Context: an optimization exercise on an open-source flow, tuned for small area, a short achievable clock period and few clock cycles. The choices shown serve that exercise and are no tape-out recipe. Function was checked by simulation only, so behaviour that the tests miss may differ from the original. Power is estimated from default activity; no workload was simulated.

==> flow/design.v <==
module top_v1b (
    input clk,
    input rst,
    input wr,
    input [2:0] address,
    input [7:0] wdata,
    output [7:0] rdata,
    output busy
);
reg [7:0] ah, al, bh, bl;
always @(posedge clk) if (wr) begin
    case (address)
    3'd0: ah <= wdata;
    3'd1: al <= wdata;
    3'd2: bh <= wdata;
    3'd3: bl <= wdata;
    default: ;
    endcase
end
wire sa = ah[7];
wire sb = bh[7];
wire xs = sa ^ sb;
wire [14:0] ra = {ah[6:0], al};
wire [14:0] rb = {bh[6:0], bl};
wire [14:0] ma = sa ? -ra : ra;
wire [14:0] mb = sb ? -rb : rb;
wire ma_zero = (ra == 15'd0);
wire mb_zero = (rb == 15'd0);
wire ma_4000 = (ra == 15'h4000);                 
function [3:0] blen(input [14:0] v);
    integer j;
    begin
        blen = 4'd0;
        for (j = 0; j < 15; j = j + 1) if (v[j]) blen = j + 1;
    end
endfunction
wire [3:0] la = blen(ma);
wire [3:0] lb = blen(mb);
wire [4:0] ediff = {1'b0, la} - {1'b0, lb};      
wire       eneg = ediff[4];                      
reg        Status;
reg        o_mul, o_div, o_frc, o_sqr;           
reg [4:0]  cnt;
reg        dv;       
reg        fx1;      
reg        fx2;      
reg        q0a, q0b;  
reg        fr;       
reg [31:0] X;
reg [16:0] Ax;
reg [15:0] Bx;
assign busy = Status;
reg [7:0] xb;
always @* case (address[1:0])
    2'd0: xb = X[31:24];
    2'd1: xb = X[23:16];
    2'd2: xb = X[15:8];
    default: xb = X[7:0];
endcase
assign rdata = address[2] ? {7'b0, Status & (address[1:0] == 2'd0)} : xb;
wire start = wr && (address == 3'd4);
wire [1:0] nop = wdata[1:0];
wire [3:0] pa = 4'd8 - {1'b0, la[3:1]} - {3'b0, la[0]};    
wire [3:0] sh = (nop == 2'd3) ? {pa[2:0], 1'b0} :
                (nop == 2'd0) ? 4'd0 - {lb[3:0]} :          
                (eneg ? 4'd0 : ediff[3:0]);
wire [15:0] bsrc = (nop == 2'd3) ? {1'b0, ma} : {1'b0, mb};
wire [15:0] bnorm = bsrc << sh;
wire [4:0] ediv = (eneg | mb_zero) ? 5'd0 : ediff + 5'd1;
wire [4:0] n0 = (nop == 2'd0) ? {1'b0, lb} :
                (nop == 2'd1) ? ediv :
                (nop == 2'd2) ? (mb_zero ? 5'd0 : ediv + 5'd16) :
                (ma_zero ? 5'd0 : {1'b0, 4'd8 - pa} + 5'd8);
wire [15:0] qfix = q0b ? (q0a ? 16'h4000 : 16'h7FFF) : {1'b0, X[14:0]};
reg [18:0] opa, opb;
always @* begin
    opa = 19'd0; opb = 19'd0;
    if (o_mul) begin opa = {3'b0, X[14:0], 1'b0}; opb = Bx[15] ? {2'b0, Ax} : 19'd0; end
    if (o_sqr) begin opa = {Ax, Bx[15:14]};       opb = {1'b0, X[23:8], 2'b01}; end
    if (dv | o_frc) begin
        opa = fr ? {1'b0, Ax, 1'b0} : {2'b0, Ax};
        opb = {3'b0, Bx};
    end
    if (fx1) opb = {4'b0, qfix[14:0]};
    if (fx2) opb = {2'b0, Ax};
end
wire [19:0] sum = o_mul ? {1'b0, opa} + {1'b0, opb} : {1'b0, opa} - {1'b0, opb};
wire ge = ~sum[19];
wire [15:0] xhi = X[30:15];
wire [15:0] xhi_inc = sum[16] ? xhi + 16'd1 : xhi;
always @(posedge clk) begin
    if (!Status) begin
        cnt <= n0;
        fr <= (nop == 2'd2) && (ediv == 5'd0);
        Ax <= (nop == 2'd3) ? 17'd0 : {2'b0, ma};
        Bx <= bnorm;
        o_mul <= (nop == 2'd0);
        o_div <= (nop == 2'd1);
        o_frc <= (nop == 2'd2);
        o_sqr <= (nop == 2'd3);
        dv <= (nop == 2'd1) && (ediv != 5'd0);
        fx1 <= (nop == 2'd1) && (ediv == 5'd0);
        fx2 <= 1'b0;
        q0a <= ma_zero;
        q0b <= mb_zero;
    end else begin
        cnt <= cnt - 5'd1;
        if (cnt == 5'd17) fr <= 1'b1;
        if (cnt == 5'd1) dv <= 1'b0;
        fx1 <= dv && (cnt == 5'd1);
        fx2 <= fx1 && xs;
        if (o_sqr | dv | o_frc) Ax <= ge ? sum[16:0] : opa[16:0];
        if (o_mul) Bx <= {Bx[14:0], 1'b0};
        else if (o_sqr) Bx <= {Bx[13:0], 2'b00};
        else if (!(fr || (o_frc && cnt == 5'd17))) Bx <= {1'b0, Bx[15:1]};
    end
end
reg [31:0] xinit, xstep;
wire sp = (nop == 2'd2) && mb_zero;
always @* begin
    xinit = {1'b0, sp, {15{sp & ~ma_zero}}, {15{sp & ~ma_zero & ~ma_4000}}};
    if (fx1) xstep = xs ? {1'b1, sum[14:0], X[15:0]} : {qfix, Ax[15:0]};
    else if (fx2) xstep = {X[31:16], sum[15:0]};
    else if (o_mul) xstep = {xhi_inc, sum[15:0]};
    else if (o_sqr) xstep = {8'b0, X[22:8], ge, 8'b0};
    else xstep = {X[30:0], ge};
end
always @(posedge clk) if (start | Status) X <= Status ? xstep : xinit;
always @(posedge clk) begin
    if (rst)
        Status <= 1'b0;
    else if (start)
        Status <= (n0 != 5'd0) || (nop == 2'd1);
    else if (Status) begin
        if (fx1) Status <= xs;
        else if (fx2 || (cnt == 5'd1 && !o_div)) Status <= 1'b0;
    end
end
endmodule
==> flow/run.sh <==
#!/bin/bash
# synth_recipe.tcl (not shown) runs the flow's synth.tcl, then flattens the netlist and writes it again
# the make line also repeats each setting of config.mk as NAME=value (left out here)
make -C /OpenROAD-flow-scripts/flow DESIGN_CONFIG=/design/flow/config.mk WORK_HOME=/design/flow/orfs CLKGATE_MAP_FILE= SYNTH_SCRIPT=/design/flow/synth_recipe.tcl finish
==> flow/config.mk <==
export PLATFORM = sky130hd
export DESIGN_NAME = top_v1b
export DESIGN_NICKNAME = top_v1b
export VERILOG_FILES = /design/flow/design.v
export SDC_FILE = /design/flow/constraint.sdc
export NUM_CORES = 4
export LEC_CHECK = 0
export ABC_AREA = 1
export CAP_MARGIN = 20
export CORE_MARGIN = 2
export CORE_UTILIZATION = 40
export PLACE_DENSITY = 0.6
export SETUP_SLACK_MARGIN = 3.4
export SLEW_MARGIN = 20
==> flow/constraint.sdc <==
create_clock -name core_clock -period 8.0 [get_ports {clk}]
set_input_delay 1.6000 -clock core_clock [delete_from_list [all_inputs] [get_ports {clk}]]
set_output_delay 1.6000 -clock core_clock [all_outputs]
set_load 0.01 [all_outputs]
==> results of run 1 <==
[synthesized netlist by cell type, drive strengths merged, types with 3 or more instances]
master  count
a21oi      95
a22oi       9
a31oi      10
a32oi       4
buf        27
clkbuf     41
clkinv      5
dfxtp       8
edfxtp    105
ha         36
inv       207
nand2     355
nand3     145
nand3b      4
nand4      28
nor2      141
nor3       23
o211ai     37
o21ai     166
o21bai      4
o221ai     14
o22ai      39
o311ai      3
o32ai       4
or2         3
xnor2       9
xor2       43
[registers in the layout, indices dropped and copies added (netlist names), 5 cells and up]
| register | cells |
|---|---|
| Ax | 17 |
| Bx | 16 |
| X | 32 |
| ah | 8 |
| al | 8 |
| bh | 8 |
| bl | 8 |
| cnt | 5 |
[how the worst max path moves through the flow]
stage / from / endpoint / slack [ns] / depth (start not counted)
CTS: o_mul / X[20] / 3.39 / 30
global route: o_mul / X[20] / 3.21 / 30
global placement: fx1 / X[20] / 1.61 / 25
detailed placement: fx1 / X[20] / 1.59 / 25
finish: address[2] / rdata[0] / 3.43 / 5
floorplan: o_sqr / X[19] / 3.91 / 25
[kinds of logic (layout without fill, tap and decap cells)]
kind of cell,after synthesis,count (layout),synth area share [%]
simple gates,703,705,28.1
compound gates,396,396,21.8
buf+inv,280,373,10.4
flops,113,113,30.7
xor+xnor,52,52,4.22
fa+ha+maj,38,38,4.55
mux,2,2,0.186
[per-layer routing]
| metal | wire length, um | vias up | track usage, % |
|---|---|---|---|
| li1 | - | 5620 | - |
| met1 | 17000 | 5693 | 36.5 |
| met2 | 21100 | 701 | 50.7 |
| met3 | 3420 | 168 | 5.12 |
| met4 | 2530 | 0 | 16.0 |
| met5 | 0 | - | 0 |
[critical path: cells and delay by family]
family          cells  cell delay, ns
buf+inv             4            1.11
compound gates      1            0.26
[power groups by stage]
| stage | registers (uW) | logic, uW | clock network, uW |
|---|---|---|---|
| finish | 759 | 1700 | 845 |
| global route | 765 | 1800 | 873 |
| CTS | 759 | 1400 | 845 |
| detailed placement | 772 | 1320 | 0 |
| global placement | 772 | 1330 | 0 |
| floorplan | 746 | 918 | 0 |
[metrics by stage]
stage               worst slack [ns]  std cells  area, um^2  util (%)  hold slack (ns)
floorplan                       3.91       1584       10800         -            0.472
global placement                1.61       1893       11200      42.0            0.500
detailed placement              1.59       1893       11200      42.0            0.519
CTS                             3.39       1948       12300      45.9            0.522
global route                    3.21       2020       13400      50.0            0.565
finish                          3.43       2020       13400      50.0            0.519
[repair_timing]
action | CTS | global route
cloned | 1 | 4
setup buffers | 22 | 68
setup endpoints to repair | 75 | 67
pin swaps | 8 | 60
resized for setup | 83 | 138
[cell type report]
| type | count | area share, % |
|---|---|---|
| flip-flops and latches | 113 | 24.8 |
| clock buffers | 17 | 3.18 |
| repair inverters | 1 | 0.0842 |
| clock inverters | 15 | 1.49 |
| inverters | 212 | 6.47 |
| repair buffers | 128 | 7.90 |
| multi-input cells | 1193 | 52.8 |
| well taps | 341 | 3.19 |
==> results.toml, run 1 <==
[synth]
synthesis.area_um2 = 10800
synthCells = 1584
async_flop_share_pct = 0
synth.avg_cell_area_um2 = 6.81
synth_edf_count = 105
ys_seq_area_share_pct = 30.7
synth_top_flop_cell = "edfxtp_1"
yosys.area.top_type = "edfxtp_1"
ys_top_cells_by_area = "edfxtp_1 29%, nand2_1 12%, inv_1 6.8%, nand3_1 6.6%, o21ai_0 6.4%"
ys_ff_latch = 113
synth_fp_nets = 1636
synth.distinct_cells = 58
netlist.area_leader.share_pct = 29.2
yosys_warnings = 1

[finish]
nets = 1718
ff_latch_area_um2 = 3320
final_cell_mix = "335 x nand2_1, 184 x inv_1, 133 x nand3_1"
final_common_cell = "nand2_1"
multi_input_area_um2 = 7060
n_antenna_cell = 0
area_delta_synth_final_pct = 23.9
drive_above_1_share_pct = 18.2
filler_cell_count = 2672

[power]
clkPwrFrac_pct = 25.6
p_seq_share_pct = 23.0
ir_drop_mv = 0.133
p_total_uw = 3300
comb_power_share_pct = 51.4
p_sw_uw = 1520
p_leak_uw = 0.00588
internal-power_uw = 1780
p_per_area_nw_per_um2 = 247
p_sw_share_pct = 46.0

[worst_hold_path]
hold_class = "flip-flop to flip-flop"
min-delay-start = "cnt[0]"
hold_depth = 1
hold_end = "cnt[0]"

[flow_run]
maxCapViolCount = 0

[sta]
fmax_mhz = 219
final.period_utilization_pct = 57.1
min_period_ns = 4.57
worst_clock_skew_ns = 0.0249
hold_viol = 0
slew_headroom_pct = 33.2
setup_viol = 0
setup_tns_ns = 0
tightest_slew_ns = 0.999
finalMaxSlewViolations = 0
rsz0062_at_grt = "yes"

[routing]
antenna_left = 0
via_per_inst = 6.03
num_vias = 12200
drtIter0Drc = 1624
drc_errors = 0
wire_per_inst_um = 21.8
wl_um = 44000
first_pass_iters = 6

[floorplanning]
dieArea_um2 = 28300
ios = 23
rows = 60
die_w_um = 168
coreArea_um2 = 26700
start_util_pct = 40.4
die_y_um = 168

[worst_setup_path]
cp_cell_sequence = "clkdlybuf4s50_1, inv_2, buf_4, o32ai_2, dlygate4sd2_1"
slowest_delay_ns = 0.58
crit_type = "primary input to output pin"
cp.required_ns = 6.40
reg2regPathDepth = 24
cp-start-kind = "primary input"
r2r_end = "Ax[2]"
worstPathMaxFanout = 4
cp_data_arrival_time_ns = 2.97
r2r-start = "o_frc"
r2r_slack_ns = 3.45
worst_path_max_delay_cell = "clkdlybuf4s50_1"
cp-end-kind = "output pin"

[placed_design]
io_buffer_count = 22
gp_congestion = 1.01
hpwlAfterDp_um = 31900

[clock_tree]
cts_inserted_buffers = 17
cts_tree = "done"
clkLatencyLatePin_ns = 0.45
cts.sinks = 113
clkTransAtPathRegs_ns = 0.06
postCtsHoldBufs = 0
cts_buffer_depth = 2
h-tree-depth = 4
root_buffer = "clkbuf_16"

[grt]
grt_pass1_wl_um = 65000
grt_max_degree = 52
antenna_found_initial = 0
grt_use_total_pct = 30.0
first_global_vias = 11300
grt_remaining_overflow = 0

[outcome]
status = "finished clean"
Testbench counts, summed over its fixed seeds: cycles 158,091.
==> inputs of run 2 (changes only) <==
--- a/flow/config.mk
+++ b/flow/config.mk
@@ -10,5 +10,5 @@
 export CORE_MARGIN = 2
 export CORE_UTILIZATION = 40
 export PLACE_DENSITY = 0.6
-export SETUP_SLACK_MARGIN = 3.4
+export SETUP_SLACK_MARGIN = 3.2
 export SLEW_MARGIN = 20
==> run 2 against run 1 <==
Synthesized area did not move. Core utilization fell by 1.1 points. Clock-buffer cell count did not move. Clock skew fell by 0.0030 ns. Critical path type unchanged. Combinational power fell by 6%.
==> results.toml, run 2 <==
[sta]
slew_headroom_pct = 31.7
setup_viol = 0
min_period_ns = 4.74
final.period_utilization_pct = 59.3
hold_viol = 0
worst_clock_skew_ns = 0.0219
tightest_slew_ns = 1.02
fmax_mhz = 211
setup_tns_ns = 0
finalMaxSlewViolations = 0
rsz0062_at_grt = "no"

[synth]
ys_ff_latch = 113
async_flop_share_pct = 0
yosys_warnings = 1
synth_edf_count = 105
synthesis.area_um2 = 10800
synth.avg_cell_area_um2 = 6.81
netlist.area_leader.share_pct = 29.2
synthCells = 1584
synth.distinct_cells = 58
ys_seq_area_share_pct = 30.7
synth_top_flop_cell = "edfxtp_1"
ys_top_cells_by_area = "edfxtp_1 29%, nand2_1 12%, inv_1 6.8%, nand3_1 6.6%, o21ai_0 6.4%"
synth_fp_nets = 1636
yosysMostFrequentCell = "nand2_1"
yosys-top-cells-count = "347 x nand2_1, 196 x inv_1, 142 x nand3_1"
yosys.area.top_type = "edfxtp_1"

[clock_tree]
root_buffer = "clkbuf_16"
clkTransAtPathRegs_ns = 0.06
cts_inserted_buffers = 17
h-tree-depth = 4
clkLatencyLatePin_ns = 0.45
cts_tree = "done"
postCtsHoldBufs = 0
cts_buffer_depth = 2
cts.sinks = 113

[power]
p_per_area_nw_per_um2 = 245
p_seq_share_pct = 23.8
internal-power_uw = 1720
p_sw_uw = 1480
p_sw_share_pct = 46.2
clkPwrFrac_pct = 26.5
p_leak_uw = 0.00572
p_total_uw = 3200
comb_power_share_pct = 49.8
ir_drop_mv = 0.138

[finish]
final_cell_mix = "338 x nand2_1, 185 x inv_1, 136 x nand3_1"
n_antenna_cell = 0
drive_above_1_share_pct = 15.7
top_regs = "X (32), Ax (17), Bx (16)"
fin_util_pct = 48.9
registers.top_by_ff_count = "X"
filler_cell_count = 2686
nets = 1700
fin_area_um2 = 13100
largest_reg_flops = 32
final_common_cell = "nand2_1"
area_delta_synth_final_pct = 21.1

[outcome]
status = "finished clean"

[floorplanning]
die_y_um = 168
die_w_um = 168
start_util_pct = 40.4
rows = 60
ios = 23
coreArea_um2 = 26700
dieArea_um2 = 28300

[worst_setup_path]
worst_path_max_delay_cell = "clkdlybuf4s50_1"
cp_data_arrival_time_ns = 3.14
cp-end-kind = "output pin"
worstPathMaxFanout = 8
reg2regPathDepth = 28
cp_cell_sequence = "clkdlybuf4s50_1, inv_2, o32ai_2, clkdlybuf4s50_1"
cp-start-kind = "primary input"
crit_top_cell = "clkdlybuf4s50_1"
crit_type = "primary input to output pin"
slowest_delay_ns = 0.58
cp.required_ns = 6.40

[grt]
grt_pass1_wl_um = 64300
grt_remaining_overflow = 0
first_global_vias = 11100
antenna_found_initial = 0
grt_max_degree = 52
grt_use_total_pct = 29.6

[routing]
first_pass_iters = 8
via_per_inst = 6.05
wire_per_inst_um = 21.7
drtIter0Drc = 1643
antenna_left = 0
wl_um = 43400
drc_errors = 0
num_vias = 12100

[placed_design]
gp_congestion = 1.01
io_buffer_count = 22
hpwlAfterDp_um = 31900
placed_cell_area_um2 = 11200

[flow_run]
maxCapViolCount = 0

[worst_hold_path]
hold_class = "flip-flop to flip-flop"
hold_depth = 1
run 2: cell counts after synthesis:
Identical to the previous run, type by type.
run 2: path summary, 6_finish.rpt:
kind | start | endpoint | slack [ns]
max | address[2] | rdata[0] | 3.26
min | cnt[0] | cnt[0] | 0.52
max reg2reg | dv | X[23] | 3.38
min reg2reg | cnt[0] | cnt[0] | 0.52
run 2: cell type report:
class                           count  area, um^2  share of cell area (%)
Inverter                          212         863                    6.61
Clock inverter                     15         199                    1.52
Timing Repair Buffer              110         926                    7.09
Timing Repair inverter              1        11.3                  0.0862
Multi-Input combinational cell   1193        6890                    52.8
Sequential cell                   113        3320                    25.4
Tap cell                          341         427                    3.27
Clock buffer                       17         425                    3.26
run 2: power by group through the flow:
stage	sequential, uW	combinational, uW	clock (uW)
after CTS	760	1370	845
after global routing	765	1700	874
after global placement	772	1330	0
final	759	1590	845
after detailed placement	772	1320	0
after floorplan	746	918	0
run 2: critical path: cells and delay by family:
kind	cells	cell delay, ns
buffers and inverters	3	1.26
AOI/OAI and AO/OA	1	0.28
run 2: repair_timing:
| action | CTS | global route |
|---|---|---|
| gates cloned | 1 | 5 |
| setup endpoints to repair | 68 | 68 |
| setup buffers | 11 | 60 |
| resized for setup | 45 | 129 |
| pin swaps | 6 | 35 |
run 2: cell families after synthesis:
| kind of cell | count (synthesis) | share of synthesized area, % |
|---|---|---|
| AOI/OAI and AO/OA | 396 | 21.8 |
| xor gates and xnor gates | 52 | 4.22 |
| adders and majority gates | 38 | 4.55 |
| buffers and inverters | 280 | 10.4 |
| DFF | 113 | 30.7 |
| muxes | 2 | 0.186 |
| and+or+nand+nor | 703 | 28.1 |
run 2: metal layers:
layer	GRT usage, %	part of all wire (%)	vias to the layer above
met5	0	0	-
met4	16.4	6.4	0
met2	50.1	47	732
met1	35.9	38	5614
met3	5.08	8.2	186
li1	-	-	5589
run 2: per-stage QoR:
| step | instances | hold WS, ns | setup slack (ns) |
|---|---|---|---|
| after floorplan | 1584 | 0.472 | 3.91 |
| after global placement | 1893 | 0.500 | 1.61 |
| after detailed placement | 1893 | 0.519 | 1.59 |
| after CTS | 1937 | 0.522 | 3.19 |
| after global routing | 2002 | 0.564 | 3.06 |
| final | 2002 | 0.516 | 3.26 |

==> afterwards: timing with drivers on the ports <==
The flow's constraints put no driver on any port. The routed layouts listed below were extracted and timed again, unchanged, in two steps. Step 1, drivers: a clkbuf_16 drives clk and a buf_2 each remaining input, both assumed. Step 2, shift: input delay + t, output delay - t, t = (earliest + latest rising clock arrival at the registers) / 2. This alone moves slack from input paths to output paths. Three values: ideal ports, drivers, drivers and shift; two values: the first two.
run | shift t [ns] | slack for setup (ns) | clock arrival spread, ns
run 1 | 0.483 | 3.429 / 3.402 / 3.357 | 0.025 / 0.025
run 2 | 0.483 | 3.257 / 3.231 / 3.231 | 0.022 / 0.022
After both steps setup and hold are still met in every run listed. The setup slack of run 1, which loses most, moves by -0.027 ns with the drivers and by -0.072 ns with both steps.
